Background: an optimization exercise with open tools, aiming at small area and a short achievable clock period. Do not read the settings as production practice. Only simulation tests tie the RTL to the original design; equivalence was not proved. No activity file was given, so power comes from the tool's default toggle rates.

## design/flow/design.v

```verilog
module t5_rv32i ( 
   mpc, iwb_wre, iwb_stb, iwb_sel, iwb_adr, dwb_wre, dwb_stb, dwb_sel,
   dwb_dto, dwb_adr,
   sys_rst, sys_ena, sys_clk, sexe, iwb_dat, dwb_dti, dwb_ack
   );
   parameter XLEN = 32;   
   output [31:2]	dwb_adr;		 
   output [31:0]	dwb_dto;		 
   output [3:0]		dwb_sel;		 
   output		dwb_stb;		 
   output		dwb_wre;		 
   output [31:2]	iwb_adr;		 
   output [3:0]		iwb_sel;		 
   output		iwb_stb;		 
   output		iwb_wre;		 
   output [31:2]	mpc;			 
   input		dwb_ack;		 
   input [31:0]		dwb_dti;		 
   input [31:0]		iwb_dat;		 
   input		sexe;			 
   input		sys_clk;		 
   input		sys_ena;		 
   input		sys_rst;		 
   wire			dbra;			 
   wire [31:0]		dcp1;			 
   wire [31:0]		dcp2;			 
   wire			dcsr;			 
   wire			dexc;			 
   wire [14:12]		dfn3;			 
   wire [31:25]		dfn7;			 
   wire [1:0]		dhart;			 
   wire			djmp;			 
   wire [31:0]		dop1;			 
   wire [31:0]		dop2;			 
   wire [6:2]		dopc;			 
   wire			dsub;			 
   wire [1:0]		fhart;			 
   wire [3:0]		fsel;			 
   wire [31:0]		fpc;			 
   wire [31:0]		mald;			 
   wire [31:0]		mepc;			 
   wire [1:0]		mhart;			 
   wire [31:0]		mtvec;			 
   wire			mwre;			 
   wire [4:0]		rd0a;			 
   wire [31:0]		rd0d;			 
   wire [4:0]		rs1a;			 
   wire [XLEN-1:0]	rs1d;			 
   wire [4:0]		rs2a;			 
   wire [XLEN-1:0]	rs2d;			 
   wire			sclk;			 
   wire			sena;			 
   wire			srst;			 
   wire [31:2]		xbpc;			 
   wire [1:0]		xbra;			 
   wire [31:0]		xdat;			 
   wire [31:2]		xepc;			 
   wire [14:12]		xfn3;			 
   wire [6:2]		xopc;			 
   wire [31:2]		xpc;			 
   wire [3:0]		xsel;			 
   wire [1:0]		xstb;			 
   wire			xwre;			 
   t5_sysc #( 
	     .XLEN			(XLEN))
   csys ( 
	 .sclk				(sclk),
	 .srst				(srst),
	 .sena				(sena),
	 .sys_clk			(sys_clk),
	 .sys_rst			(sys_rst),
	 .sys_ena			(sys_ena),
	 .xstb				(xstb[1:0]),
	 .dwb_ack			(dwb_ack));
   t5_regs #( 
	     .XLEN			(XLEN))
   regs ( 
	 .rs1d				(rs1d[XLEN-1:0]),
	 .rs2d				(rs2d[XLEN-1:0]),
	 .fsel				(fsel[3:0]),
	 .mhart				(mhart[1:0]),
	 .mwre				(mwre),
	 .rd0a				(rd0a[4:0]),
	 .rd0d				(rd0d[XLEN-1:0]),
	 .rs1a				(rs1a[4:0]),
	 .rs2a				(rs2a[4:0]),
	 .sclk				(sclk));
   t5_back #( 
	     .XLEN			(XLEN))
   back ( 
	 .rd0d				(rd0d[31:0]),
	 .rd0a				(rd0a[4:0]),
	 .mwre				(mwre),
	 .iwb_dat			(iwb_dat[11:7]),
	 .xopc				(xopc[6:2]),
	 .xfn3				(xfn3[14:12]),
	 .xstb				(xstb[1:0]),
	 .dwb_dti			(dwb_dti[31:0]),
	 .xsel				(xsel[3:0]),
	 .mald				(mald[31:0]),
	 .srst				(srst),
	 .sclk				(sclk),
	 .sena				(sena));
   t5_inst #( 
	     .XLEN			(XLEN))
   inst ( 
	 .fpc				(fpc[31:0]),
	 .iwb_adr			(iwb_adr[31:2]),
	 .iwb_wre			(iwb_wre),
	 .iwb_stb			(iwb_stb),
	 .iwb_sel			(iwb_sel[3:0]),
	 .fhart				(fhart[1:0]),
	 .fsel				(fsel[3:0]),
	 .mhart				(mhart[1:0]),
	 .dhart				(dhart[1:0]),
	 .xbpc				(xbpc[31:2]),
	 .xpc				(xpc[31:2]),
	 .xbra				(xbra[1:0]),
	 .xsel				(xsel[3:0]),
	 .xstb				(xstb[1:0]),
	 .sclk				(sclk),
	 .sena				(sena),
	 .srst				(srst),
	 .sys_rst			(sys_rst),
	 .mtvec				(mtvec[31:0]),
	 .mepc				(mepc[31:0]));
   t5_data #( 
	     .XLEN			(XLEN))
   data ( 
	 .dwb_adr			(dwb_adr[31:2]),
	 .dwb_dto			(dwb_dto[31:0]),
	 .dwb_sel			(dwb_sel[3:0]),
	 .dwb_wre			(dwb_wre),
	 .dwb_stb			(dwb_stb),
	 .xsel				(xsel[3:0]),
	 .xstb				(xstb[1:0]),
	 .xwre				(xwre),
	 .xbpc				(xbpc[31:2]),
	 .xdat				(xdat[31:0]),
	 .dopc				(dopc[6:2]),
	 .dfn3				(dfn3[14:12]),
	 .dcp1				(dcp1[1:0]),
	 .dcp2				(dcp2[1:0]),
	 .sclk				(sclk),
	 .srst				(srst),
	 .sena				(sena));
   t5_aslu #( 
	     .XLEN			(XLEN))
   aslu ( 
	 .xfn3				(xfn3[14:12]),
	 .mald				(mald[31:0]),
	 .xbpc				(xbpc[31:2]),
	 .xbra				(xbra[1:0]),
	 .xstb				(xstb[1:0]),
	 .xdat				(xdat[31:0]),
	 .xopc				(xopc[6:2]),
	 .mtvec				(mtvec[31:0]),
	 .mepc				(mepc[31:0]),
	 .xepc				(xepc[31:2]),
	 .dop1				(dop1[31:0]),
	 .dop2				(dop2[31:0]),
	 .dcp1				(dcp1[31:0]),
	 .dcp2				(dcp2[31:0]),
	 .dopc				(dopc[6:2]),
	 .dfn7				(dfn7[31:25]),
	 .dfn3				(dfn3[14:12]),
	 .xpc				(xpc[31:2]),
	 .dhart				(dhart[1:0]),
	 .xwre				(xwre),
	 .dexc				(dexc),
	 .dcsr				(dcsr),
	 .dsub				(dsub),
	 .dbra				(dbra),
	 .djmp				(djmp),
	 .sclk				(sclk),
	 .srst				(srst),
	 .sena				(sena));
   t5_ctrl #( 
	     .XLEN			(XLEN))
   ctrl ( 
	 .dfn3				(dfn3[14:12]),
	 .dfn7				(dfn7[31:25]),
	 .dop1				(dop1[31:0]),
	 .dop2				(dop2[31:0]),
	 .dcp1				(dcp1[31:0]),
	 .dcp2				(dcp2[31:0]),
	 .mpc				(mpc[31:2]),
	 .xpc				(xpc[31:2]),
	 .dopc				(dopc[6:2]),
	 .xepc				(xepc[31:2]),
	 .dexc				(dexc),
	 .dcsr				(dcsr),
	 .dsub				(dsub),
	 .dbra				(dbra),
	 .djmp				(djmp),
	 .rs1a				(rs1a[4:0]),
	 .rs2a				(rs2a[4:0]),
	 .fpc				(fpc[31:2]),
	 .iwb_dat			(iwb_dat[31:0]),
	 .rs2d				(rs2d[31:0]),
	 .rs1d				(rs1d[31:0]),
	 .fhart				(fhart[1:0]),
	 .sclk				(sclk),
	 .srst				(srst),
	 .sena				(sena),
	 .sexe				(sexe));
endmodule  
module t5_sysc( 
   sclk, srst, sena,
   sys_clk, sys_rst, sys_ena, xstb, dwb_ack
   );
   parameter XLEN = 32;
   output sclk;
   output srst;
   output sena;
   input  sys_clk;
   input  sys_rst;
   input  sys_ena;
   input [1:0] xstb;
   input  dwb_ack;   
   assign sclk = sys_clk;
   reg [3:0] rst;
   assign srst = rst[3];
   reg 	     ena;
   assign sena = sys_ena & ena & !(xstb[1] ^ dwb_ack);   
   always @(posedge sys_clk)
     if (sys_rst) begin
	rst <= 4'hF;	
     end else begin
	rst <= {rst[2:0],sys_rst};	
     end
   always @(posedge sys_clk)
     if (srst) begin
	ena <= 1'h0;
     end else begin
	ena <= 1'b1;	
     end
endmodule  
module t5_regs ( 
   rs2d, rs1d,
   sclk, rs2a, rs1a, rd0d, rd0a, mwre, mhart, fsel
   );
   parameter XLEN = 32;
   output [XLEN-1:0]	rs1d;			 
   output [XLEN-1:0]	rs2d;			 
   input [3:0]		fsel;			 
   input [1:0]		mhart;			 
   input		mwre;			 
   input [4:0]		rd0a;			 
   input [XLEN-1:0]	rd0d;			 
   input [4:0]		rs1a;			 
   input [4:0]		rs2a;			 
   input		sclk;			 
   t5_gprf
     #( 
       .XLEN				(XLEN))
   gprf
     ( 
      .rs1d				(rs1d[XLEN-1:0]),
      .rs2d				(rs2d[XLEN-1:0]),
      .fsel				(fsel[3:0]),
      .mhart				(mhart[1:0]),
      .mwre				(mwre),
      .rd0a				(rd0a[4:0]),
      .rd0d				(rd0d[XLEN-1:0]),
      .rs1a				(rs1a[4:0]),
      .rs2a				(rs2a[4:0]),
      .sclk				(sclk));
endmodule  
module t5_gprf(
   rs2d, rs1d,
   sclk, rs2a, rs1a, rd0d, rd0a, mwre, mhart, fsel
   );
   parameter XLEN = 32;
   output [XLEN-1:0] rs1d;
   output [XLEN-1:0] rs2d;
   input [3:0]       fsel;	 
   input [1:0]       mhart;
   input             mwre;
   input [4:0]       rd0a;
   input [XLEN-1:0]  rd0d;
   input [4:0]       rs1a;
   input [4:0]       rs2a;
   input             sclk;
   wire [3:0] wsel = {mhart == 2'd3, mhart == 2'd2, mhart == 2'd1, mhart == 2'd0};
   wire [XLEN-1:0] cur [0:31];
   assign cur[0] = {XLEN{1'b0}};
   genvar r;
   generate
      for (r = 1; r < 32; r = r + 1) begin : g
         reg [XLEN-1:0] h0, h1, h2, h3;
         wire wr = mwre & (rd0a == r);
         always @(posedge sclk) begin
            if (wr & wsel[0]) h0 <= rd0d;
            if (wr & wsel[1]) h1 <= rd0d;
            if (wr & wsel[2]) h2 <= rd0d;
            if (wr & wsel[3]) h3 <= rd0d;
         end
         assign cur[r] = ({XLEN{fsel[0]}} & h0) | ({XLEN{fsel[1]}} & h1) |
                         ({XLEN{fsel[2]}} & h2) | ({XLEN{fsel[3]}} & h3);
      end
   endgenerate
   reg [XLEN-1:0] rs1x, rs2x;
   integer i;
   always @* begin
      rs1x = {XLEN{1'b0}};
      rs2x = {XLEN{1'b0}};
      for (i = 1; i < 32; i = i + 1) begin
         rs1x = rs1x | ({XLEN{rs1a == i}} & cur[i]);
         rs2x = rs2x | ({XLEN{rs2a == i}} & cur[i]);
      end
   end
   assign rs1d = rs1x;
   assign rs2d = rs2x;
endmodule
module dpram ( 
   dat_o, xdat_o,
   adr_i, dat_i, wre_i, xadr_i, clk_i, ena_i
   ) ;
   parameter AW = 5;  
   parameter DW = 2;  
   output [DW-1:0] dat_o;  
   input [AW-1:0]  adr_i;
   input [DW-1:0]  dat_i;
   input 	   wre_i;
   output [DW-1:0] xdat_o;  
   input [AW-1:0]  xadr_i;
   input 	   clk_i, 
		   ena_i;
   reg [DW-1:0]    rRAM [(1<<AW)-1:0];
   always @(posedge clk_i)
     if (wre_i & ena_i) rRAM[adr_i] <= dat_i;	
   assign 	   dat_o = rRAM[adr_i];
   assign 	   xdat_o = rRAM[xadr_i];   
endmodule  
module t5_back(
   rd0d, rd0a, mwre,
   iwb_dat, xopc, xfn3, xstb, dwb_dti, xsel, mald, srst, sclk, sena
   );
   parameter XLEN = 32;
   output [31:0] rd0d;
   output [4:0]      rd0a;
   output 	     mwre;
   input [11:7]      iwb_dat;   
   input [6:2] 	     xopc;
   input [14:12]     xfn3;   
   input [1:0] 	     xstb;
   input [31:0]      dwb_dti;
   input [3:0] 	     xsel;   
   input [31:0]      mald;   
   input 	     srst, sclk, sena;   
   wire 	     btype = xopc[6] & !xopc[4] & !xopc[2]; 
   wire 	     stype = !xopc[6] & xopc[5] & !xopc[4];  
   assign rd0a = mrd;
   reg [XLEN-1:0]    dext;
   always @* begin
	case (xsel)
	  4'h1: begin
	     dext[7:0] = dwb_dti[7:0];
	     dext[XLEN-1:8] = (xfn3[14]) ? 24'd0 : {24{dwb_dti[7]}};	   
	  end
	  4'h2: begin
	     dext[7:0] = dwb_dti[15:8];
	     dext[XLEN-1:8] = (xfn3[14]) ? 24'd0 : {24{dwb_dti[15]}};	   
	  end
	  4'h4: begin
	     dext[7:0] = dwb_dti[23:16];
	     dext[XLEN-1:8] = (xfn3[14]) ? 24'd0 : {24{dwb_dti[23]}};	   
	  end
	  4'h8: begin
	     dext[7:0] = dwb_dti[31:24];
	     dext[XLEN-1:8] = (xfn3[14]) ? 24'd0 : {24{dwb_dti[31]}};	   
	  end
	  4'h3: begin
	     dext[15:0] = dwb_dti[15:0];
	     dext[XLEN-1:16] = (xfn3[14]) ? 16'd0 : {16{dwb_dti[15]}}; 
	  end
	  4'hC: begin
	     dext[15:0] = dwb_dti[31:16];
	     dext[XLEN-1:16] = (xfn3[14]) ? 16'd0 : {16{dwb_dti[31]}}; 
	  end
	  4'hF: begin
	     dext = dwb_dti;	   
	  end
	  default: dext = 32'h0;	
	endcase
   end
   reg [XLEN-1:0] mres;
   assign rd0d = mres;   
   always @(posedge sclk)
     if (srst) begin
	mres <= {XLEN{1'b0}};
     end else if (sena) begin
	mres <= (xopc == 5'd0) ? dext : mald;
     end
   reg [4:0] 	     drd, xrd, mrd;   
   always @(posedge sclk)
     if (srst) begin
	drd <= 5'h0;
	mrd <= 5'h0;
	xrd <= 5'h0;
     end else if (sena) begin
	mrd <= xrd;
	xrd <= drd;
	drd <= iwb_dat[11:7];	
     end
   reg mwre;   
   always @(posedge sclk)
     if (srst) begin
	mwre <= 1'b1;	
     end else if (sena) begin
	mwre <= ~&xstb & |xrd & !stype & !btype;	
     end
endmodule  
module t5_inst( 
   fpc, iwb_adr, iwb_wre, iwb_stb, iwb_sel, fhart, fsel, mhart, dhart,
   xbpc, xpc, xbra, xsel, xstb, sclk, sena, srst, sys_rst, mtvec,
   mepc
   );
   parameter XLEN = 32;
   output [31:0] fpc;   
   output [31:2] iwb_adr;
   output 	 iwb_wre;
   output 	 iwb_stb;   
   output [3:0]  iwb_sel;
   output [1:0]  fhart, mhart, dhart;
   output [3:0]  fsel;	 
   input [31:2]  xbpc, xpc;   
   input [1:0] 	 xbra;
   input [3:0] 	 xsel;
   input [1:0]	 xstb;
   input 	 sclk, sena, srst, sys_rst;
   input [31:0]  mtvec,mepc;   
   assign iwb_sel = 4'hF;
   assign iwb_wre = 1'b0;
   reg [1:0] 	     hart;
   wire [1:0] 	     dhart = ~hart;
   wire [1:0] 	     whart = {hart[0],!hart[1]};   
   assign mhart = hart;   
   always @(posedge sclk)     
     if (sys_rst) begin
	hart <= 2'h0;
     end else if (sena|srst) begin
	hart <= whart;  
     end
   reg [31:0]    fpc;
   reg [3:0] 	 fsel;
   assign fhart = fpc[1:0];
   always @(posedge sclk)
     if (srst) begin
	fpc <= 32'h0;
	fsel <= 4'h1;
     end else if (sena) begin 
	fpc <= {iwb_adr, hart};
	fsel <= {hart == 2'd3, hart == 2'd2, hart == 2'd1, hart == 2'd0};
     end
   reg [31:2]    iwb_adr;
   assign iwb_stb = sena;   
   always @(posedge sclk)
     if (srst) begin
       iwb_adr <= 30'h0;
     end else if (sena) begin
	case ({xbra,&xstb})
	  3'b110,3'b001: iwb_adr <= mtvec[31:2];  
	  3'b010: iwb_adr <= mepc[31:2]; 	  
	  3'b100: iwb_adr <= xbpc[31:2];  
	  default: iwb_adr <= xpc[31:2];  
	endcase  
     end
endmodule  
module t5_data ( 
   dwb_adr, dwb_dto, dwb_sel, dwb_wre, dwb_stb, xsel, xstb, xwre,
   xbpc, xdat, dopc, dfn3, dcp1, dcp2, sclk, srst, sena
   );
   parameter XLEN = 32;
   output [31:2] dwb_adr;
   output [31:0] dwb_dto;
   output [3:0]  dwb_sel;
   output 	 dwb_wre,
		 dwb_stb;
   output [3:0]  xsel;
   output [1:0]  xstb;   
   output 	 xwre;   
   input [31:2]  xbpc;
   input [31:0]  xdat;
   input [6:2] 	 dopc;
   input [14:12] dfn3;
   input [1:0] 	 dcp1, dcp2;		    
   input 	 sclk,
		 srst,
		 sena;   
   reg [3:0] 	 xsel;
   wire [1:0] 	 xoff = dcp1 + dcp2;   
   assign dwb_sel = xsel;
   always @(posedge sclk)
     if (srst) begin
	xsel <= 4'h0;
     end else if (sena) begin
	case ({dfn3[13:12],xoff[1:0]})
	  4'h0: xsel <= 4'h1; 
	  4'h1: xsel <= 4'h2; 
	  4'h2: xsel <= 4'h4; 
	  4'h3: xsel <= 4'h8; 
	  4'h4: xsel <= 4'h3; 
	  4'h6: xsel <= 4'hC; 
	  4'h8: xsel <= 4'hF; 
	  default: xsel <= 4'h0;  
	endcase  
     end
   reg [1:0]		    xstb;
   reg 			    xwre;
   assign dwb_stb = xstb[1];
   assign dwb_wre = xwre;
   always @(posedge sclk)
     if (srst) begin
	xstb <= 2'h0;
	xwre <= 1'h0;
     end else if (sena) begin
	xstb[1] <= !dopc[6] & !dopc[4] & !dopc[2];
	case ({dfn3[13:12],xoff[1:0]})
	  4'h0, 4'h1, 4'h2, 4'h3, 4'h4, 4'h6, 4'h8: begin
	     xstb[0] <= 1'b0;
	  end
	  default: begin  
	     xstb[0] <= 1'b1;
	  end
	endcase  
	xwre <= dopc[5];
     end
   assign dwb_adr = xbpc[31:2];
   assign dwb_dto = xdat[31:0];   
endmodule  
module t5_aslu (
   xfn3, mald, xbpc, xbra, xstb, xdat, xopc, mtvec, mepc,
   xepc, dop1, dop2, dcp1, dcp2, dopc, dfn7, dfn3, xpc, dhart, xwre,
   dexc, dcsr, dsub, dbra, djmp, sclk, srst, sena
   );
   parameter XLEN = 32;
   output [14:12] xfn3;
   output [31:0]  mald;	 
   output [31:2]  xbpc;
   output [1:0]	  xbra;
   input [1:0]	  xstb;
   output [31:0]  xdat;
   output [6:2]   xopc;
   output [31:0]  mtvec,mepc;   
   input [31:2]   xepc;   
   input [31:0]   dop1, dop2;
   input [31:0]   dcp1, dcp2;
   input [6:2] 	  dopc;
   input [31:25]  dfn7;
   input [14:12]  dfn3;
   input [31:2]   xpc;
   input [1:0] 	  dhart;
   input 	  xwre;
   input 	  dexc, dcsr, dsub, dbra, djmp;
   input 	  sclk, srst, sena;
   reg [6:2] 	  xopc;
   reg [14:12] 	  xfn3;
   always @(posedge sclk)
     if (srst) begin
	xopc <= 5'h0D;	
	xfn3 <= 3'h0;
     end else if (sena) begin
	xopc <= dopc;
	xfn3 <= dfn3;	
     end
   wire [31:0] xadr = dcp1 + dcp2;
   wire [31:0] xadd = dsub ? dop1 - dop2 : dop1 + dop2;
   wire        xuns = &dfn3[14:13] | &dfn3[13:12];
   wire        xlt = {dop1[31] ^ !xuns, dop1[30:0]} < {dop2[31] ^ !xuns, dop2[30:0]};
   wire        xeq = dop1 == dop2;
   reg [31:0]    xlog;
   always @*
     case (dfn3[13:12])
       2'b00: xlog = dop1 ^ dop2;  
       2'b10: xlog = dop1 | dop2;  
       2'b11: xlog = dop1 & dop2;  
       default: xlog = 32'h0;       
     endcase
   wire        sleft = !dfn3[14];
   wire        sarith = dfn3[14] & dfn7[30];
   reg [31:0]  sin, sout, xshf;
   integer     k;
   always @* begin
      for (k = 0; k < 32; k = k + 1) sin[k] = sleft ? dop1[31-k] : dop1[k];
      sout = sin;
      if (dop2[0]) sout = {{1{sarith & sin[31]}}, sout[31:1]};
      if (dop2[1]) sout = {{2{sarith & sin[31]}}, sout[31:2]};
      if (dop2[2]) sout = {{4{sarith & sin[31]}}, sout[31:4]};
      if (dop2[3]) sout = {{8{sarith & sin[31]}}, sout[31:8]};
      if (dop2[4]) sout = {{16{sarith & sin[31]}}, sout[31:16]};
      for (k = 0; k < 32; k = k + 1) xshf[k] = sleft ? sout[31-k] : sout[k];
   end
   reg xcmp;
   always @*
     case (dfn3)
       3'o0: xcmp = xeq;  
       3'o1: xcmp = !xeq;  
       3'o5: xcmp = !xlt;  
       3'o7: xcmp = !xlt;  
       default: xcmp = xlt;
     endcase
   reg [31:0] rcsr, wcsr;   
   wire [31:0] 	  mask = (dfn3[14]) ? {27'd0,dcp2[19:15]} : dop1;   
   wire 	  wecsr = dcsr;
   always @*
     case(dfn3[13:12])
       default: wcsr = 32'h0;       
       2'd1: wcsr = mask;  
       2'd2: wcsr = rcsr | mask;  
       2'd3: wcsr = rcsr & ~mask;  
     endcase
   localparam [11:0]
     CSR_ECALL = 12'h000,
     CSR_MSTATUS = 12'h300,
     CSR_MISA = 12'h301,
     CSR_MEDELEG = 12'h302,
     CSR_MIDELEG = 12'h303,
     CSR_MIE = 12'h304,
     CSR_MIP = 12'h344,
     CSR_MTVEC = 12'h305,
     CSR_MTVAL = 12'h343,
     CSR_MCAUSE = 12'h342,
     CSR_MSCRATCH = 12'h340,
     CSR_MEPC = 12'h341,
     CSR_MHARTID = 12'hF14;
   reg [31:2] mepc_r;
   reg [3:0]  mcause;   
   reg [31:0] medeleg, mtval;
   reg [31:0] mtvec;
   reg [31:0] mscratch;
   reg 	      mie, mpie;
   assign mepc = {mepc_r, 2'b00};
   always @(posedge sclk)
     if (srst)  begin
	medeleg <= 32'h0;
	mscratch <= 32'h0;
	mtvec <= 32'h0;
     end else if (sena & wecsr) begin
	if (dcp2[31:20] == CSR_MEDELEG) medeleg <= wcsr;
	if (dcp2[31:20] == CSR_MSCRATCH) mscratch <= wcsr;
	if (dcp2[31:20] == CSR_MTVEC) mtvec <= wcsr;
     end
   always @*
     case (dcp2[31:20])
       CSR_MHARTID: rcsr = {30'd0,dhart};
       CSR_MISA: rcsr = 32'h40000100;
       CSR_MSCRATCH: rcsr = mscratch;       
       CSR_MEDELEG: rcsr = medeleg;
       CSR_MEPC: rcsr = mepc;
       CSR_MTVAL: rcsr = mtval;
       CSR_MTVEC: rcsr = mtvec;
       CSR_MIE,
       CSR_MIP : rcsr = 32'h00000080;  
       CSR_MCAUSE: rcsr = {28'd0,mcause};
       CSR_MSTATUS: rcsr = {21'd3,3'o0,mpie,3'o0,mie,3'o0};       
       default: rcsr = {(XLEN){1'b0}};	  
     endcase
   wire 	  wbra = (dopc[6] & dopc[5] & !dopc[4] & (dopc[2] | xcmp));  
   wire 	  balign = (|xadr[1:0] & dbra & xcmp) | (djmp & xadr[1]);  
   reg [1:0]	  xbra;
   always @(posedge sclk)
     if (srst) begin
	xbra <= 2'h0;
     end else if (sena) begin
	xbra <= {wbra|(dexc & !dcp2[21]),balign|dexc};	
     end
   reg [31:2] xbpc;
   reg [31:0] xdat;   
   reg [31:0] xres;
   wire       dlui = !dopc[6] & dopc[5] & dopc[4] & dopc[2];
   wire       dsys = dopc[6] & dopc[5] & dopc[4] & !dopc[2];
   always @(posedge sclk)
     if (srst) begin
	xbpc <= 30'h0;
	xdat <= 32'h0;
	xres <= 32'h0;
     end else if (sena) begin
	case ({dexc,dcp2[21]})
	  2'b11: xbpc <= mepc[31:2];  
	  default: xbpc <= {xadr[31:2]};
	endcase
	case (dfn3[13:12]) 
	  2'o0: xdat <= {4{dop2[7:0]}};
	  2'o1: xdat <= {2{dop2[15:0]}};
	  2'o2: xdat <= dop2[31:0];
	  default: xdat <= 32'h0;       
	endcase
	if (dlui) xres <= xadd;
	else if (dsys) xres <= rcsr;
	else case (dfn3)
	  3'o0: xres <= xadd[31:0];
	  3'o1: xres <= xshf;
	  3'o2: xres <= {31'd0, xlt};
	  3'o3: xres <= {31'd0, xlt};
	  3'o5: xres <= xshf;
	  default: xres <= xlog;
	endcase
     end
   reg [31:0] mald;
   always @*
     case ({xopc[6],xopc[5],xopc[4],xopc[2]})
       4'b0111, 4'b0010, 4'b0110, 4'b1110: mald = xres;
       4'b1101: mald = {xpc[31:2],2'd0};  
       4'b0011: mald = {xbpc[31:2],2'd0};  
       default: mald = 32'h0;       
     endcase
   reg [1:0] 	  xoff;
   reg 		  xexc;
   wire 	  wtval = (dcp2[31:20] == CSR_MTVAL) & wecsr;   
   wire 	  wepc = (dcp2[31:20] == CSR_MEPC) & wecsr;
   wire 	  wcause =  (dcp2[31:20] == CSR_MCAUSE) & wecsr;
   wire 	  wstatus = (dcp2[31:20] == CSR_MSTATUS) & wecsr;
   wire 	  xbrk = xbpc[20];
   always @(posedge sclk)
     if (srst) begin
	mcause <= 4'h0;
	mepc_r <= 30'h0;
	mie <= 1'h0;
	mpie <= 1'h0;
	mtval <= 32'h0;
	xexc <= 1'h0;
	xoff <= 2'h0;
     end else if (sena) begin
	case({xbra,wstatus})
	  3'b110: {mpie,mie} <= {mie,1'b0};
	  3'b010: {mpie,mie} <= {1'b1,mpie};	  
	  default: if (wstatus) {mpie, mie} <= {wcsr[7],wcsr[3]};	  
	endcase
	case({&xbra|wepc,&xstb|wepc})
	  2'b11: mepc_r <= wcsr[31:2];	  
	  2'b10,2'b01: mepc_r <= xepc;
	  default: mepc_r <= mepc_r;	  
	endcase
	case({xexc,&xbra|wcause,&xstb|wcause})
	  3'b011: mcause <= wcsr[3:0];  
	  3'b010: mcause <= 4'h0;  
	  3'b110: mcause <= {!xbrk,3'o3};  
	  3'b001: mcause <= {2'o1, xwre, 1'b0};	 
	  default: mcause <= mcause;	  
	endcase
	case({&xbra|wtval,&xstb|wtval})
	  2'b11: mtval <= wcsr;	  
	  2'b10, 2'b01: mtval <= {xbpc, xoff};
	  default: mtval <= mtval;	  
	endcase
	xoff <= (djmp) ? {xadr[1],1'b0} : xadr[1:0];
	xexc <= dexc;
     end
endmodule  
module t5_ctrl ( 
   dfn3, dfn7, dop1, dop2, dcp1, dcp2, mpc, xpc, dopc, xepc, dexc,
   dcsr, dsub, dbra, djmp, rs1a, rs2a,
   fpc, iwb_dat, rs2d, rs1d, fhart, sclk, srst, sena, sexe
   );
   parameter XLEN = 32;
   output [14:12] dfn3;
   output [31:25] dfn7;   
   output [31:0]  dop1, dop2;
   output [31:0]  dcp1, dcp2;
   output [31:2]  mpc, xpc;
   output [6:2]   dopc;
   output [31:2]  xepc;   
   output 	  dexc, dcsr, dsub, dbra, djmp;		  
   output [4:0]   rs1a, rs2a;   
   input [31:2]   fpc;
   input [31:0]   iwb_dat;
   input [31:0]   rs2d, rs1d;
   input [1:0] 	  fhart;
   input 	  sclk, srst, sena, sexe;
   wire [31:0] 	  ireg = iwb_dat;
   wire [6:2] 	  opc = ireg[6:2];
   wire 	  rv32 = ireg[1] & ireg[0];
   wire 	  btype = opc[6] & !opc[4] & !opc[2]; 
   wire 	  stype = !opc[6] & opc[5] & !opc[4];  
   wire 	  utype = !opc[6] & !opc[3] & opc[2];  
   wire 	  jtype = opc[6] & opc[3] & opc[2];  
   wire 	  rtype = !opc[6] & opc[5] & opc[4] & !opc[2];
   wire 	  itype = (!opc[5] & !opc[2]) | (opc == 5'b11001);
   wire 	  ctype = opc[6] & opc[4] & |ireg[13:12];
   wire 	  etype = opc[6] & opc[4] & ~|ireg[13:12];
   reg 		  dexc, dcsr, dsub, dbra, djmp;   
   always @(posedge sclk)
     if (srst) begin
	dbra <= 1'h0;
	dcsr <= 1'h0;
	dexc <= 1'h0;
	djmp <= 1'h0;
	dsub <= 1'h0;
     end else if (sena) begin
	dexc <= etype;
	dcsr <= ctype;
	dsub <= btype | (rtype & (ireg[13] | ireg[30])) | (itype & ireg[13]);
	dbra <= btype;
	djmp <= jtype | (itype & opc[6]);	
     end
   assign rs1a = ireg[19:15];
   assign rs2a = ireg[24:20];   
   reg [31:0]    imm;
   always @( btype or ireg or itype or jtype or stype
	    or utype) begin
      case ({itype,stype})
	2'b10: imm[0] = ireg[20];
	2'b01: imm[0] = ireg[7];
	2'b00: imm[0] = 1'b0;
	default: imm[0] = 1'b0;
      endcase  
      case ({(itype|jtype),(stype|btype)})
	2'b10: imm[4:1] = ireg[24:21];
	2'b01: imm[4:1] = ireg[11:8];
	2'b00: imm[4:1] = 4'h0;	
	default: imm[4:1] = 4'h0;	
      endcase  
      case (utype)
	1'b1: imm[10:5] = 6'd0;
	default: imm[10:5] = ireg[30:25];	
      endcase  
      case ({(utype|jtype),(utype|btype)})
	2'b10: imm[11] = ireg[20];  
	2'b01: imm[11] = ireg[7];  
	2'b11: imm[11] = 1'b0;	 
	default: imm[11] = ireg[31]; 
      endcase  
      case (utype|jtype)
	1'b1: imm[19:12] = ireg[19:12];
	default: imm[19:12] = {8{ireg[31]}};	
      endcase  
      case(utype)
	1'b1: imm[30:20] = ireg[30:20];
	default: imm[30:20] = {11{ireg[31]}};	
      endcase  
      imm[31] = ireg[31];            
   end
   reg [31:0]    dop1, dop2;
   reg [31:0] 	 dcp1, dcp2;
   always @(posedge sclk)
     if (srst) begin
	dcp1 <= 32'h0;
	dcp2 <= 32'h0;
	dop1 <= 32'h0;
	dop2 <= 32'h0;
     end else if (sena) begin
	dcp1 <= (stype | itype | etype) ? rs1d : {fpc,2'd0};
	dcp2 <= (ctype | etype) ? {ireg[31:15],15'h0} : imm;  
	dop1 <= (rtype | itype | btype | ctype) ? rs1d : 32'd0;	
	dop2 <= (rtype | stype | btype) ? rs2d : imm;		
     end
   reg [14:12] dfn3;
   reg [31:25] dfn7;
   reg [6:2]   dopc;
   always @(posedge sclk)
     if (srst) begin
	dopc <= 5'h0D;	
	dfn3 <= 3'h0;
	dfn7 <= 7'h0;
     end else if (sena) begin
	dopc <= ireg[6:2];
	dfn3 <= ireg[14:12];
	dfn7 <= ireg[31:25];
     end
   reg [31:2]    mpc;
   reg [31:2]    xepc, depc;
   reg 		 dz, xz;
   assign xpc = xz ? 30'h0 : xepc + 30'd1;
   always @(posedge sclk)
     if (srst) begin
	depc <= 30'h0;
	mpc <= 30'h0;
	xepc <= 30'h0;
	dz <= 1'b1;
	xz <= 1'b1;
     end else if (sena) begin
	mpc <= xpc;
	xepc <= depc;
	depc <= fpc[31:2];
	dz <= 1'b0;
	xz <= dz;
     end
endmodule  
```

## design/flow/run.sh

```bash
#!/bin/bash
# synth_recipe.tcl (not shown) runs the flow's synth.tcl, then flattens the netlist and writes it again
# the make line also repeats each setting of config.mk as NAME=value (left out here)
make -C /OpenROAD-flow-scripts/flow DESIGN_CONFIG=/design/flow/config.mk WORK_HOME=/design/flow/orfs CLKGATE_MAP_FILE= SYNTH_SCRIPT=/design/flow/synth_recipe.tcl finish
```

## design/flow/config.mk

```make
export PLATFORM = sky130hd
export DESIGN_NAME = t5_rv32i
export DESIGN_NICKNAME = t5_rv32i
export VERILOG_FILES = /design/flow/design.v
export SDC_FILE = /design/flow/constraint.sdc
export NUM_CORES = 4
export LEC_CHECK = 0
export CAP_MARGIN = 20
export CELL_PAD_IN_SITES_DETAIL_PLACEMENT = 1
export CORE_MARGIN = 2
export CORE_UTILIZATION = 30
export CTS_BUF_LIST = sky130_fd_sc_hd__clkbuf_8
export GPL_ROUTABILITY_DRIVEN = 1
export PLACE_DENSITY = 0.38
export SETUP_SLACK_MARGIN = 5
export SLEW_MARGIN = 20
```

## design/flow/constraint.sdc

```tcl
create_clock -name core_clock -period 10.0 [get_ports {sys_clk}]
set_input_delay 2.0000 -clock core_clock [delete_from_list [all_inputs] [get_ports {sys_clk}]]
set_output_delay 2.0000 -clock core_clock [all_outputs]
set_load 0.01 [all_outputs]
```

==> results_dict.tcl, run 1 <==
set metrics [dict create \
    status "complete, no violations" \
    holdPathStages 1 \
    drv_slew 0 \
    first_global_vias 140150 \
    synth_top_cell_area_share_pct 63.7 \
    cts_buffers 805 \
    via_count 144720 \
    dpl.cell_count 21835 \
    hp-class "reg -> reg" \
    io_buffer_count 194 \
    synth_top_flop_cell "edfxtp_1" \
    start_util_pct 30.1 \
    syn2layout_area_growth_pct 18.2 \
    ant_nets 0 \
    setup-violations-final 0 \
    syn_area_um2 187000 \
    synthCells 13441 \
    period_minus_slack_ns 5.31 \
    rows 290 \
    hold_buffers 0 \
    min_from "csys.rst[2]$_SDFF_PP1_" \
    grt_pass1_wl_um 1430000 \
    drt-initial-drc-count 21306 \
    cts_num_sinks 4597 \
    nets 14566 \
    seq_area_frac_synth_pct 70.4 \
    drive_gt1_share_pct 17.2 \
    chipHeight_um 794 \
    path_clk_slew_ns 0.06 \
    instances_no_fill 23370 \
    min_to "csys.rst[3]$_SDFF_PP1_" \
    required_ns 11.19 \
    htreeDepth 6 \
    async_flop_share_pct 0 \
    place_congestion 0.987 \
    rsz0062_at_grt "false" \
    netlist-cell-type-count 99 \
    max_freq_mhz 188 \
    fin_skew_ns 0.195 \
    reg2reg_from "inst.fsel[3]$_SDFFE_PP0P_" \
    reg2reg_to "ctrl.dop2[2]$_SDFFE_PP0P_" \
    worst_pin_slew_ns 1.38 \
    cts_buffer_depth 4 \
    synth_area_leaders "edfxtp_1, dfxtp_1, a221oi_1" \
    final-hold-violation-count 0 \
    critPathKind "in -> reg" \
    synthTopCellsByCount "edfxtp_1, nand2_1, a221oi_1" \
    wl_um 1110000 \
    drcViolationCount 0 \
    coreArea_um2 623000 \
    avgSynthCellArea_um2 13.9 \
    worstRegToRegCells 10 \
    power.leakage_nw 75.1 \
    r2r_setup_slack_ns 4.88 \
    antenna_found_initial 149 \
    synth_edf_count 3968 \
    pin_count 203 \
    p_per_area_nw_per_um2 170 \
    ys_ff_latch 4597 \
    endpoint_kind "flop" \
    die_area_um2 630000 \
    die_w_um 794 \
    grt_max_degree 140 \
    grt_usage_pct 34.0 \
    relSlewSlack_pct 7.75 \
    fin_tns_setup_ns 0 \
    maxCapViolations 0 \
    clk_latency_ns 1.44 \
    cp-start-kind "input pin" \
    cts_tree "done" \
    period_share_pct 53.1 \
    synth.most_common_cell "edfxtp_1" \
    cts.root.buffer_cell "clkbuf_8" \
    post_drt_via_cell_ratio 6.19 \
    post_drt_wl_per_cell_um 47.6 \
    cp-startpoint "iwb_dat[21]" \
    grt-ovfl-total 0 \
    crit_arrival_ns 6.50 \
    hpwl_um 762000 \
    ys.warnings.count 7 \
    crit_fanout 19 \
    synth_top_area_cell "edfxtp_1" \
    peakVddDrop_mv 0.141 \
    first_pass_iters 9 \
]
[metal layers]
layer | share of wire, % | vias up | wire, um | global-route usage [%]
met2 | 42 | 8375 | 469000 | 49.6
li1 | - | 56770 | - | -
met5 | 0.044 | - | 490 | 0
met3 | 9.5 | 2121 | 106000 | 9.65
met4 | 5.5 | 28 | 61600 | 15.5
met1 | 43 | 77426 | 475000 | 46.7
[sequential cells by signal, summed over array words and instances, names as in the netlist, 32 cells and up]
signal	flops
ctrl.dop1	32
ctrl.dop2	32
ctrl.dcp1	32
ctrl.dcp2	32
aslu.mtvec	32
regs.gprf.g.h2	992
regs.gprf.g.h3	992
aslu.medeleg	32
regs.gprf.g.h1	992
aslu.xdat	32
aslu.xres	32
aslu.mtval	32
back.mres	32
regs.gprf.g.h0	992
aslu.mscratch	32
[power by group]
group	total (W)	internal [W]	switching (W)
Combinational	0.000679	0.000118	0.000561
Sequential	0.0205	0.0205	0.00000874
Clock	0.0164	0.00808	0.00835
Total	0.0376	0.0287	0.00892
[stage by stage]
stage / instance area (um2) / util (%) / total power (W) / worst slack [ns] / hold slack, ns
floorplan: 187000 / - / 0.0211 / 5.00 / 0.389
global placement: 205000 / 32.9 / 0.0216 / 3.06 / 0.394
detailed placement: 206000 / 33.0 / 0.0216 / 3.05 / 0.397
CTS: 221000 / 35.4 / 0.0379 / 4.74 / 0.405
global route: 221000 / 35.5 / 0.0387 / 5.03 / 0.419
finish: 221000 / 35.5 / 0.0376 / 4.69 / 0.396
[layout make-up]
class	count	area (um2)
Antenna cell	53	133
Clock buffer	839	11500
Clock inverter	603	3180
Fill cell	64469	401000
Inverter	141	552
Multi-Input combinational cell	7635	53500
Sequential cell	4597	132000
Tap cell	8322	10400
Timing Repair Buffer	1177	9910
Timing Repair inverter	3	26.3
[layout by cell type, fill, tap and decap left out, types with 55 or more instances in the layout]
cell / n
a221oi_2: 174
a221oi_1: 805
o22ai_1: 911
o21ai_0: 487
a211oi_1: 165
clkbuf_8: 840
clkdlybuf4s50_1: 187
buf_4: 880
nor2_4: 129
nand2b_1: 58
a22o_1: 973
nor2_1: 590
nand3_1: 68
o211ai_1: 55
a22oi_1: 189
ha_1: 132
nor3_1: 88
clkinv_1: 189
nor4_1: 251
inv_1: 426
a21oi_1: 614
a31oi_1: 78
nand2_1: 979
dfxtp_1: 582
mux4_2: 66
mux2i_1: 63
edfxtp_1: 3968
[logic make-up (layout without fill, tap and decap cells)]
logic type | count (synthesis) | in the layout | synth area share [%]
fa+ha+maj | 138 | 138 | 0.933
other cells | 2 | 58 | 0.00401
simple gates | 2506 | 2507 | 6.02
flops | 4597 | 4597 | 70.4
buf+inv | 1213 | 2763 | 2.55
compound gates | 4730 | 4730 | 18.3
mux | 174 | 174 | 1.43
xor+xnor | 81 | 81 | 0.379
[what timing repair did]
action | CTS | global route
pin swaps | 5 | 4
endpoints found under the setup margin | 53 | 41
resized for setup | 43 | 32
cloned | 4 | 0
buffers inserted | 7 | 8
[worst max-delay path, cell delays in order]
cell	delay, ns
clkdlybuf4s50_1	0.46
buf_4	0.38
nor2_1	0.23
nand2_2	0.75
buf_12	0.34
o22ai_1	0.13
nor4_1	0.76
nand4_1	0.74
o211ai_1	0.45
a21oi_1	0.10
[worst max-delay path by stage]
| stage | end | slack, ns | cells after the start |
|---|---|---|---|
| floorplan | iwb_stb | 5.00 | 6 |
| global placement | ctrl.dcp1[18]$_SDFFE_PP0P_ | 3.06 | 10 |
| detailed placement | ctrl.dcp1[18]$_SDFFE_PP0P_ | 3.05 | 10 |
| CTS | iwb_stb | 4.74 | 5 |
| global route | ctrl.dcp1[5]$_SDFFE_PP0P_ | 5.03 | 11 |
| finish | ctrl.dop2[2]$_SDFFE_PP0P_ | 4.69 | 10 |
==> run 2: changes to the inputs <==
--- a/design/flow/design.v
+++ b/design/flow/design.v
@@ -224,3 +224,4 @@
    reg 	     ena;
-   assign sena = sys_ena & ena & !(xstb[1] ^ dwb_ack);   
+   wire      idle = ena & !xstb[1];
+   assign sena = (sys_ena & idle) | (sys_ena & ena & dwb_ack);
    always @(posedge sys_clk)
==> design/flow/flow/run.sh (new file) <==
#!/bin/bash
# The standard layout (standard.sh: the standard flow's synthesis, floorplan, placement,
# CTS and routing), with two changes:
#  - the port buffers that global placement inserts are buf_4 cells, which
#    repair can resize, instead of the delay cell buffer_ports picks itself;
#  - timing repair aims for a setup slack of SETUP_MARGIN ns at the 10 ns clock.
set -euo pipefail
SETUP_MARGIN=5.3
export BUFFER_PORTS_ARGS="-buffer_cell sky130_fd_sc_hd__buf_4"
bash standard.sh SETUP_SLACK_MARGIN=$SETUP_MARGIN finish > standard.log 2>&1
==> design/flow/standard.sh (new file) <==
#!/bin/bash
# synth_recipe.tcl (not shown) runs the flow's synth.tcl, then flattens the netlist and writes it again
# the make line also repeats each setting of config.mk as NAME=value (left out here)
make -C /OpenROAD-flow-scripts/flow DESIGN_CONFIG=/design/flow/config.mk WORK_HOME=/design/flow/orfs CLKGATE_MAP_FILE= SYNTH_SCRIPT=/design/flow/synth_recipe.tcl "${@:-finish}"
--- a/design/flow/config.mk
+++ b/design/flow/config.mk
@@ -14,3 +14,2 @@
 export PLACE_DENSITY = 0.38
-export SETUP_SLACK_MARGIN = 5
 export SLEW_MARGIN = 20
removed: design/flow/run.sh
==> run 2 against run 1 <==
Net effect:
- combinational power increased by 14%
- core utilization rose by 0.33 points
- clock power about the same
- area after synthesis rose by 0.40%
- die area is 0.40% higher
- non-clock buffer count rose by 83
- cell count rose by 1.0%
- count of clock-buffer cells in the layout down 5
- register-to-register slack improved by 0.18 ns
- global-route usage rose by 1.6 points
- worst hold slack improved by 0.013 ns
- setup slack improved by 0.32 ns
- critical endpoint is now ctrl.dop2[6]$_SDFFE_PP0P_
- largest power group unchanged
==> results_dict.tcl, run 2 <==
set metrics [dict create \
    critPathKind "in -> reg" \
    first_global_vias 140471 \
    hpwl_um 826000 \
    die_area_um2 633000 \
    power.leakage_nw 76.3 \
    crit_arrival_ns 6.20 \
    use_met2_pct 52.8 \
    rows 290 \
    path_clk_slew_ns 0.06 \
    seq_area_frac_synth_pct 70.1 \
    chipHeight_um 795 \
    holdPathStages 2 \
    synth_top_flop_cell "edfxtp_1" \
    grt_use_met1_pct 49.6 \
    crit_slowest_cell "and4_1" \
    rsz0062_at_grt "true" \
    synthAdderAreaFrac_pct 0.929 \
    worst_pin_slew_ns 1.43 \
    grt-ovfl-total 0 \
    synth_top_family_by_area "compound AO/OA/AOI/OAI gates" \
    synth_top_cell_area_share_pct 63.4 \
    hp-class "reg -> reg" \
    cts_num_sinks 4597 \
    avgSynthCellArea_um2 13.8 \
    synth_area_leaders "edfxtp_1, dfxtp_1, a221oi_1" \
    via_count 145473 \
    p_per_area_nw_per_um2 169 \
    crit_fanout 19 \
    period_share_pct 50.0 \
    cts.root.buffer_cell "clkbuf_8" \
    place_congestion 1.02 \
    cts_tree "done" \
    final_common_cell "edfxtp_1" \
    synth_compound_area_share_pct 18.3 \
    post_drt_wl_per_cell_um 49.5 \
    grt_usage_pct 35.6 \
    coreArea_um2 624000 \
    fin_tns_setup_ns 0 \
    critical-path-max-stage-delay_ns 0.98 \
    ys.warnings.count 7 \
    status "complete, no violations" \
    final-hold-violation-count 0 \
    syn2layout_area_growth_pct 19.0 \
    grt_use_met3_pct 7.92 \
    max_freq_mhz 200 \
    final_cell_mix "edfxtp_1, nand2_1, buf_4" \
    synthCells 13577 \
    relSlewSlack_pct 4.66 \
    clk_latency_ns 1.38 \
    maxCapViolations 0 \
    post_drt_via_cell_ratio 6.16 \
    peakVddDrop_mv 0.158 \
    ant_nets 0 \
    period_minus_slack_ns 5.00 \
    cts_buffers 800 \
    drive_gt1_share_pct 19.5 \
    endpoint_kind "flop" \
    synth_top_area_cell "edfxtp_1" \
    antenna_found_initial 128 \
    placed_area_um2 207000 \
    io_buffer_count 194 \
    required_ns 11.20 \
    muxShareOfSynthArea_pct 1.53 \
    synthTopCellsByCount "edfxtp_1, nand2_1, a221oi_1" \
    synth_xor_area_share_pct 0.359 \
    cts_buffer_depth 4 \
    final_area_um2 224000 \
    die_w_um 795 \
    grt_pass1_wl_um 1490000 \
    async_flop_share_pct 0 \
    grt_max_degree 164 \
    cp_common_cell "buf_4" \
    htreeDepth 6 \
    netlist-cell-type-count 101 \
    start_util_pct 30.1 \
    ys_ff_latch 4597 \
    drcViolationCount 0 \
    drv_slew 0 \
    crit_chain "buf_4 > nor2_1 > nand2_1 > buf_4 > buf_4 > o22ai_1 > nor4_1 > and4_1 > o32ai_1" \
    fin_skew_ns 0.102 \
    nets 14793 \
    hold_buffers 0 \
    first_pass_iters 6 \
    grt.busiest_layer "met2" \
    drt-initial-drc-count 20477 \
    cp-start-kind "input pin" \
    worstRegToRegCells 10 \
    syn_area_um2 188000 \
    synth_edf_count 3968 \
    fill_cells 64509 \
    synthSimpleGateAreaFrac_pct 6.35 \
    setup-violations-final 0 \
    wl_um 1170000 \
    synth.most_common_cell "edfxtp_1" \
    pin_count 203 \
]
## run 2: cell count changes in the layout (fill, tap and decap cells not counted), sizes merged, moves of 22 or more
cell and change:
buf +273, nand3 +22, nor4 -43, o22ai -83
nand2 +178, nand2b -27, clkdlybuf4s50 -187, a22oi +159
o21ai -58, a221oi -59, a22o -58
## run 2: repair_timing
action,in CTS,in global routing
pin swaps,11,11
setup endpoints to repair,68,37
setup buffers,7,12
gates resized for setup,91,52
cloned,4,3
## run 2: cells by family (layout without fill, tap and decap cells)
kind of cell / count (synthesis) / after routing
compound gates: 4722 / 4722
flops: 4597 / 4597
simple gates: 2688 / 2688
buf+inv: 1186 / 2842
mux: 167 / 167
fa+ha+maj: 138 / 138
xor+xnor: 77 / 77
other cells: 2 / 55
## run 2: layer usage
layer	part of all wire, %	up-vias
li1	-	57378
met3	8.5	1724
met4	5.5	26
met2	43	7584
met5	0.014	-
met1	43	78761
## run 2: critical path: cells and delay by family
kind,cells,cell delay (ns)
AOI/OAI and AO/OA,2,0.26
and+or+nand+nor,4,2.44
buffers and inverters,3,1.30
## run 2: layout make-up
cell class              count  area [um2]  share of cell area [%]
inverters                 128         512                   0.229
well taps                8322       10400                    4.66
repair inverters            3        31.3                  0.0140
multi-input cells        7797       55400                    24.8
clock buffers             834       11500                    5.13
clock inverters           617        3360                    1.50
flip-flops and latches   4597      132000                    59.0
diodes                     50         125                  0.0559
repair buffers           1260       10400                    4.65
## run 2: power by group
group	internal, W	switching (W)	leakage, nW
clock	0.00818	0.00839	8.67
combinational	0.000130	0.000647	21.1
sequential	0.0205	0.0000103	46.5
total	0.0288	0.00904	76.3
## run 2: through the flow
step | setup WS (ns) | power [W] | utilization, % | hold slack, ns | std cells
finish | 5.00 | 0.0379 | 35.9 | 0.409 | 23608
global route | 5.17 | 0.0389 | 35.8 | 0.425 | 23566
CTS | 5.02 | 0.0382 | 35.7 | 0.394 | 23525
detailed placement | 3.45 | 0.0217 | 33.2 | 0.408 | 22063
global placement | 3.44 | 0.0217 | 33.1 | 0.395 | 21996
floorplan | 4.95 | 0.0212 | - | 0.389 | 13580
## run 2: path summary, 6_finish.rpt
kind	startpoint	endpoint	slack (ns)
max	iwb_dat[20]	ctrl.dop2[6]$_SDFFE_PP0P_	5.00
min	ctrl.depc[4]$_SDFFE_PP0P_	ctrl.xepc[4]$_SDFFE_PP0P_	0.41
max reg2reg	inst.fsel[2]$_SDFFE_PP0P_	ctrl.dcp1[28]$_SDFFE_PP0P_	5.06
min reg2reg	ctrl.depc[4]$_SDFFE_PP0P_	ctrl.xepc[4]$_SDFFE_PP0P_	0.41
==> run 3: changes to the inputs <==
--- a/design/flow/design.v
+++ b/design/flow/design.v
@@ -38,2 +38,4 @@
    wire [3:0]		fsel;			 
+   wire [3:0]		rsel;			 
+   wire [1:0]		ph;			 
    wire [31:0]		fpc;			 
@@ -52,2 +54,3 @@
    wire			sena;			 
+   wire			istb;			 
    wire			srst;			 
@@ -69,2 +72,3 @@
 	 .sena				(sena),
+	 .istb				(istb),
 	 .sys_clk			(sys_clk),
@@ -80,2 +84,5 @@
 	 .fsel				(fsel[3:0]),
+	 .rsel				(rsel[3:0]),
+	 .ph				(ph[1:0]),
+	 .srst				(srst),
 	 .mhart				(mhart[1:0]),
@@ -113,2 +120,4 @@
 	 .fsel				(fsel[3:0]),
+	 .rsel				(rsel[3:0]),
+	 .ph				(ph[1:0]),
 	 .mhart				(mhart[1:0]),
@@ -122,2 +131,3 @@
 	 .sena				(sena),
+	 .istb				(istb),
 	 .srst				(srst),
@@ -208,3 +218,3 @@
 module t5_sysc( 
-   sclk, srst, sena,
+   sclk, srst, sena, istb,
    sys_clk, sys_rst, sys_ena, xstb, dwb_ack
@@ -215,2 +225,3 @@
    output sena;
+   output istb;
    input  sys_clk;
@@ -224,4 +235,5 @@
    reg 	     ena;
+   assign sena = sys_ena & ena & !(xstb[1] ^ dwb_ack);
    wire      idle = ena & !xstb[1];
-   assign sena = (sys_ena & idle) | (sys_ena & ena & dwb_ack);
+   assign istb = (sys_ena & idle) | (sys_ena & ena & dwb_ack);
    always @(posedge sys_clk)
@@ -241,3 +253,3 @@
    rs2d, rs1d,
-   sclk, rs2a, rs1a, rd0d, rd0a, mwre, mhart, fsel
+   sclk, srst, rs2a, rs1a, rd0d, rd0a, mwre, mhart, fsel, rsel, ph
    );
@@ -247,2 +259,5 @@
    input [3:0]		fsel;			 
+   input [3:0]		rsel;			 
+   input [1:0]		ph;			 
+   input		srst;			 
    input [1:0]		mhart;			 
@@ -262,2 +277,5 @@
       .fsel				(fsel[3:0]),
+      .rsel				(rsel[3:0]),
+      .ph				(ph[1:0]),
+      .srst				(srst),
       .mhart				(mhart[1:0]),
@@ -272,3 +290,3 @@
    rs2d, rs1d,
-   sclk, rs2a, rs1a, rd0d, rd0a, mwre, mhart, fsel
+   sclk, srst, rs2a, rs1a, rd0d, rd0a, mwre, mhart, fsel, rsel, ph
    );
@@ -278,2 +296,4 @@
    input [3:0]       fsel;	 
+   input [3:0]       rsel;	 
+   input [1:0]       ph;	 
    input [1:0]       mhart;
@@ -284,4 +304,24 @@
    input [4:0]       rs2a;
-   input             sclk;
-   wire [3:0] wsel = {mhart == 2'd3, mhart == 2'd2, mhart == 2'd1, mhart == 2'd0};
+   input             sclk, srst;
+   reg [3:0]         pv;
+   reg [4:0]         prd [0:3];
+   reg [XLEN-1:0]    pdat [0:3];
+   wire              wen = mwre & |rd0a & !srst;
+   wire [3:0]        wsel = {mhart == 2'd3, mhart == 2'd2, mhart == 2'd1, mhart == 2'd0};
+   wire [1:0]        ha = 2'd3 - ph;
+   wire              cmv = pv[ha];
+   wire [4:0]        crd = prd[ha];
+   wire [XLEN-1:0]   cdat = pdat[ha];
+   integer h;
+   always @(posedge sclk) begin
+      for (h = 0; h < 4; h = h + 1) begin
+         if (wen & wsel[h]) begin
+            pv[h] <= 1'b1;
+            prd[h] <= rd0a;
+            pdat[h] <= rd0d;
+         end else if (ha == h) begin
+            pv[h] <= 1'b0;
+         end
+      end
+   end
    wire [XLEN-1:0] cur [0:31];
@@ -291,14 +331,26 @@
       for (r = 1; r < 32; r = r + 1) begin : g
-         reg [XLEN-1:0] h0, h1, h2, h3;
-         wire wr = mwre & (rd0a == r);
+         reg [XLEN-1:0] s0, s1, s2, s3;
          always @(posedge sclk) begin
-            if (wr & wsel[0]) h0 <= rd0d;
-            if (wr & wsel[1]) h1 <= rd0d;
-            if (wr & wsel[2]) h2 <= rd0d;
-            if (wr & wsel[3]) h3 <= rd0d;
+            s0 <= (cmv & (crd == r)) ? cdat : s3;
+            s1 <= s0;
+            s2 <= s1;
+            s3 <= s2;
          end
-         assign cur[r] = ({XLEN{fsel[0]}} & h0) | ({XLEN{fsel[1]}} & h1) |
-                         ({XLEN{fsel[2]}} & h2) | ({XLEN{fsel[3]}} & h3);
+         assign cur[r] = ({XLEN{rsel[0]}} & s0) | ({XLEN{rsel[1]}} & s1) |
+                         ({XLEN{rsel[2]}} & s2) | ({XLEN{rsel[3]}} & s3);
       end
    endgenerate
+   reg              bv;
+   reg [4:0]        brd;
+   reg [XLEN-1:0]   bdat;
+   always @* begin
+      bv = 1'b0;
+      brd = 5'd0;
+      bdat = {XLEN{1'b0}};
+      for (h = 0; h < 4; h = h + 1) begin
+         bv = bv | (fsel[h] & pv[h]);
+         brd = brd | ({5{fsel[h]}} & prd[h]);
+         bdat = bdat | ({XLEN{fsel[h]}} & pdat[h]);
+      end
+   end
    reg [XLEN-1:0] rs1x, rs2x;
@@ -313,4 +365,4 @@
    end
-   assign rs1d = rs1x;
-   assign rs2d = rs2x;
+   assign rs1d = (bv & (brd == rs1a)) ? bdat : rs1x;
+   assign rs2d = (bv & (brd == rs2a)) ? bdat : rs2x;
 endmodule
@@ -391,5 +443,3 @@
    always @(posedge sclk)
-     if (srst) begin
-	mres <= {XLEN{1'b0}};
-     end else if (sena) begin
+     if (sena) begin
 	mres <= (xopc == 5'd0) ? dext : mald;
@@ -416,4 +466,4 @@
 module t5_inst( 
-   fpc, iwb_adr, iwb_wre, iwb_stb, iwb_sel, fhart, fsel, mhart, dhart,
-   xbpc, xpc, xbra, xsel, xstb, sclk, sena, srst, sys_rst, mtvec,
+   fpc, iwb_adr, iwb_wre, iwb_stb, iwb_sel, fhart, fsel, rsel, ph, mhart, dhart,
+   xbpc, xpc, xbra, xsel, xstb, sclk, sena, istb, srst, sys_rst, mtvec,
    mepc
@@ -428,2 +478,4 @@
    output [3:0]  fsel;	 
+   output [3:0]  rsel;	 
+   output [1:0]  ph;	 
    input [31:2]  xbpc, xpc;   
@@ -432,3 +484,3 @@
    input [1:0]	 xstb;
-   input 	 sclk, sena, srst, sys_rst;
+   input 	 sclk, sena, istb, srst, sys_rst;
    input [31:0]  mtvec,mepc;   
@@ -457,4 +509,12 @@
      end
+   reg [1:0] 	 ph;
+   reg [3:0] 	 rsel;
+   wire [1:0] 	 fh_n = srst ? 2'd0 : sena ? hart : fpc[1:0];
+   wire [1:0] 	 rs_n = fh_n + ph + 2'd1;
+   always @(posedge sclk) begin
+      ph <= ph + 2'd1;
+      rsel <= {rs_n == 2'd3, rs_n == 2'd2, rs_n == 2'd1, rs_n == 2'd0};
+   end
    reg [31:2]    iwb_adr;
-   assign iwb_stb = sena;   
+   assign iwb_stb = istb;	 
    always @(posedge sclk)
@@ -496,5 +556,3 @@
    always @(posedge sclk)
-     if (srst) begin
-	xsel <= 4'h0;
-     end else if (sena) begin
+     if (sena) begin
 	case ({dfn3[13:12],xoff[1:0]})
@@ -516,6 +574,8 @@
      if (srst) begin
-	xstb <= 2'h0;
-	xwre <= 1'h0;
+	xstb[1] <= 1'h0;
      end else if (sena) begin
 	xstb[1] <= !dopc[6] & !dopc[4] & !dopc[2];
+     end
+   always @(posedge sclk)
+     if (sena) begin
 	case ({dfn3[13:12],xoff[1:0]})
@@ -563,5 +623,7 @@
 	xopc <= 5'h0D;	
-	xfn3 <= 3'h0;
      end else if (sena) begin
 	xopc <= dopc;
+     end
+   always @(posedge sclk)
+     if (sena) begin
 	xfn3 <= dfn3;	
@@ -675,7 +737,3 @@
    always @(posedge sclk)
-     if (srst) begin
-	xbpc <= 30'h0;
-	xdat <= 32'h0;
-	xres <= 32'h0;
-     end else if (sena) begin
+     if (sena) begin
 	case ({dexc,dcp2[21]})
@@ -724,3 +782,2 @@
 	xexc <= 1'h0;
-	xoff <= 2'h0;
      end else if (sena) begin
@@ -748,5 +805,8 @@
 	endcase
-	xoff <= (djmp) ? {xadr[1],1'b0} : xadr[1:0];
 	xexc <= dexc;
      end
+   always @(posedge sclk)
+     if (sena) begin
+	xoff <= (djmp) ? {xadr[1],1'b0} : xadr[1:0];
+     end
 endmodule  
@@ -790,3 +850,2 @@
 	djmp <= 1'h0;
-	dsub <= 1'h0;
      end else if (sena) begin
@@ -794,3 +853,2 @@
 	dcsr <= ctype;
-	dsub <= btype | (rtype & (ireg[13] | ireg[30])) | (itype & ireg[13]);
 	dbra <= btype;
@@ -838,8 +896,4 @@
    always @(posedge sclk)
-     if (srst) begin
-	dcp1 <= 32'h0;
-	dcp2 <= 32'h0;
-	dop1 <= 32'h0;
-	dop2 <= 32'h0;
-     end else if (sena) begin
+     if (sena) begin
+	dsub <= btype | (rtype & (ireg[13] | ireg[30])) | (itype & ireg[13]);
 	dcp1 <= (stype | itype | etype) ? rs1d : {fpc,2'd0};
@@ -855,6 +909,7 @@
 	dopc <= 5'h0D;	
-	dfn3 <= 3'h0;
-	dfn7 <= 7'h0;
      end else if (sena) begin
 	dopc <= ireg[6:2];
+     end
+   always @(posedge sclk)
+     if (sena) begin
 	dfn3 <= ireg[14:12];
@@ -868,5 +923,3 @@
      if (srst) begin
-	depc <= 30'h0;
 	mpc <= 30'h0;
-	xepc <= 30'h0;
 	dz <= 1'b1;
@@ -875,4 +928,2 @@
 	mpc <= xpc;
-	xepc <= depc;
-	depc <= fpc[31:2];
 	dz <= 1'b0;
@@ -880,2 +931,7 @@
      end
+   always @(posedge sclk)
+     if (sena) begin
+	xepc <= depc;
+	depc <= fpc[31:2];
+     end
 endmodule  
==> run 3 against run 2 <==
Net effect:
- non-clock buffer count shrank 582
- core utilization fell by 0.59 points
- still clean on timing, DRC and antenna
- critical path type is now reg -> reg
- highest routed layer unchanged
- flip-flop and latch count rose by 160
==> results_dict.tcl, run 3 <==
set metrics [dict create \
    path_buf_inv 2 \
    finalPower_w 0.0377 \
    syn_area_um2 165000 \
    synthTopCellsByCount "dfxtp_1, nand2_1, a22oi_1" \
    required_ns 11.09 \
    period_share_pct 48.6 \
    synth.most_common_cell "dfxtp_1" \
    drv_slew 0 \
    ys_ff_latch 4757 \
    final-hold-violation-count 0 \
    crit_arrival_ns 5.94 \
    final_common_cell "dfxtp_1" \
    fin_skew_ns 0.132 \
    final_area_um2 193000 \
    hold_buffers 0 \
    power.leakage_nw 70.3 \
    maxCapViolations 0 \
    cts_tree "done" \
    coreArea_um2 549000 \
    hpwl_um 595000 \
    cts_buffers 809 \
    power_frac_comb_pct 1.5 \
    synthCells 16027 \
    peakVddDrop_mv 0.152 \
    synth_top_flop_cell "dfxtp_1" \
    fin_tns_setup_ns 0 \
    status "complete, no violations" \
    htreeDepth 6 \
    async_flop_share_pct 0 \
    first_global_vias 136548 \
    drt-initial-drc-count 16823 \
    p_per_area_nw_per_um2 195 \
    cp-start-kind "flop" \
    grt_pass1_wl_um 1190000 \
    fin_util_pct 35.3 \
    fill_cells 60814 \
    use_met2_pct 45.7 \
    netlist-cell-type-count 91 \
    grt.busiest_layer "met2" \
    hp-class "reg -> reg" \
    max_freq_mhz 206 \
    path_clk_slew_ns 0.07 \
    path_delay_family "compound AO/OA/AOI/OAI gates" \
    swShare_pct 24.0 \
    pin_count 203 \
    seqPwrFrac_pct 51.0 \
    syn2layout_area_growth_pct 17.2 \
    crit_chain "buf_12 > buf_4 > a22o_1 > a221oi_1 > o22ai_1 > nor3_1 > nand4_1 > o311ai_1 > o31ai_1" \
    start_util_pct 30.1 \
    post_drt_wl_per_cell_um 36.5 \
    endpoint_kind "flop" \
    synth_area_leaders "dfxtp_1, edfxtp_1, a22oi_1" \
    rsz0062_at_grt "true" \
    drive_gt1_share_pct 13.3 \
    seq_area_frac_synth_pct 60.6 \
    worst_pin_slew_ns 1.30 \
    cts.root.buffer_cell "clkbuf_8" \
    seq_area_um2 100000 \
    pwr-share-clk_pct 47.5 \
    via_count 141588 \
    die_area_um2 556000 \
    wl_um 885000 \
    critPathKind "reg -> reg" \
    relSlewSlack_pct 13.2 \
    synth_edf_count 476 \
    antenna_found_initial 115 \
    post_drt_via_cell_ratio 5.84 \
    power.switching_w 0.00906 \
    place_congestion 0.962 \
    avgSynthCellArea_um2 10.3 \
    grt_max_degree 171 \
    setup_slack_ns 5.14 \
    critical-path-max-stage-delay_ns 0.98 \
    drcViolationCount 0 \
    cts_buffer_depth 4 \
    placed_area_um2 176000 \
    grt_use_met3_pct 6.46 \
    first_pass_iters 10 \
    grt_usage_pct 30.4 \
    clk_latency_ns 1.42 \
    synth_top_cell_area_share_pct 51.9 \
    rows 272 \
    final_cell_mix "dfxtp_1, nand2_1, a22oi_1" \
    ant_nets 0 \
    nets 16447 \
    grt_use_met1_pct 40.4 \
    io_buffer_count 194 \
    period_minus_slack_ns 4.86 \
    setup-violations-final 0 \
    synth_top_area_cell "dfxtp_1" \
    cts_num_sinks 4757 \
    chipHeight_um 746 \
    grt-ovfl-total 0 \
    crit_fanout 93 \
    dp_slack_ns 3.26 \
    crit_slowest_cell "a221oi_1" \
    multi_input_area_um2 61700 \
    power.internal_w 0.0287 \
    die_w_um 746 \
    ys.warnings.count 9 \
]
==> run 3: final timing paths <==
kind,startpoint,end,slack (ns),cells past startpoint
hold reg to reg,regs.gprf.g[15].s2[12]$_DFF_P_,regs.gprf.g[15].s3[12]$_DFF_P_,0.28,0
setup reg to reg,inst.rsel[1]$_DFF_P_,ctrl.dop2[1]$_DFFE_PP_,5.14,9
setup / recovery,inst.rsel[1]$_DFF_P_,ctrl.dop2[1]$_DFFE_PP_,5.14,9
hold / removal,regs.gprf.g[15].s2[12]$_DFF_P_,regs.gprf.g[15].s3[12]$_DFF_P_,0.28,0
==> run 3: per-layer routing <==
layer	vias up	wire, um
met2	7390	380000
li1	59855	-
met1	72103	376000
met5	-	174
met3	2214	71100
met4	26	57900
==> run 3: what timing repair did <==
| action | in CTS | in global routing |
|---|---|---|
| setup endpoints to repair | 264 | 217 |
| pin swaps | 4 | 13 |
| setup buffers | 4 | 7 |
| endpoints found under the hold margin | 0 | 0 |
| resized for setup | 68 | 73 |
| gates cloned | 0 | 0 |
==> run 3: kinds of logic after synthesis <==
group                    Yosys count  synth area share, %
AO/OA/AOI/OAI                   5559                 23.1
XOR/XNOR                          92                0.488
adder cells (fa/ha/maj)          144                 1.10
buffers and inverters           1414                 3.25
flip-flops                      4757                 60.6
multiplexers                     174                 1.62
other                              2              0.00455
AND/OR/NAND/NOR                 3885                 9.86
==> run 3: worst reg2reg max path: cells and delay by family (launching register included) <==
kind            cells  cell delay, ns
compound gates      5            2.45
buf+inv             2            0.92
flops               1            0.50
simple gates        2            0.71
==> run 3: power by group through the flow <==
stage / registers [W] / clock network [W] / logic [W]
after global routing: 0.0192 / 0.0191 / 0.000541
final: 0.0193 / 0.0179 / 0.000552
after detailed placement: 0.0197 / 0 / 0.000516
after global placement: 0.0197 / 0 / 0.000514
after floorplan: 0.0197 / 0 / 0.000196
after CTS: 0.0193 / 0.0183 / 0.000518
==> run 3: through the flow <==
step / hold WS [ns] / cells
6_report: 0.279 / 24233
5_1_grt: 0.285 / 24183
4_1_cts: 0.262 / 24127
3_5_place_dp: 0.337 / 22661
3_3_place_gp: 0.331 / 22654
2_1_floorplan: 0.331 / 16030
==> run 3: area by class of cell <==
type	count	area share [%]
diodes	86	0.111
clock buffers	997	7.09
clock inverters	465	1.39
inverters	130	0.259
multi-input cells	9859	31.9
flip-flops and latches	4757	51.7
well taps	7261	4.70
repair buffers	678	2.84

==> separate check: timing with driven ports <==
The flow's constraints put no driver on any port. The routed layouts listed below were extracted and timed again, unchanged, in two steps. Step 1: set_driving_cell puts a clkbuf_16 on sys_clk and a buf_2 on each other input, an assumption about the parent block. Step 2, shift: input delay + t, output delay - t, t = (earliest + latest rising clock arrival at the registers) / 2. This alone moves slack from input paths to output paths. Slacks: ideal ports / drivers / drivers and shift; pairs: ideal ports / drivers.
| run | t (ns) | setup slack, ns | clock arrival spread, ns | worst data-port slew with drivers (ns) |
|---|---|---|---|---|
| run 1 | 1.470 | 4.685 / 4.657 / 3.187 | 0.202 / 0.202 | 0.26 |
| run 2 | 1.470 | 5.001 / 5.059 / 3.644 | 0.116 / 0.116 | 0.26 |
| run 3 | 1.483 | 5.142 / 5.100 / 3.617 | 0.135 / 0.135 | 0.25 |
After both steps setup and hold are still met in every run listed. The setup slack of run 3, which loses most, moves by -0.042 ns with the drivers and by -1.525 ns with both steps.
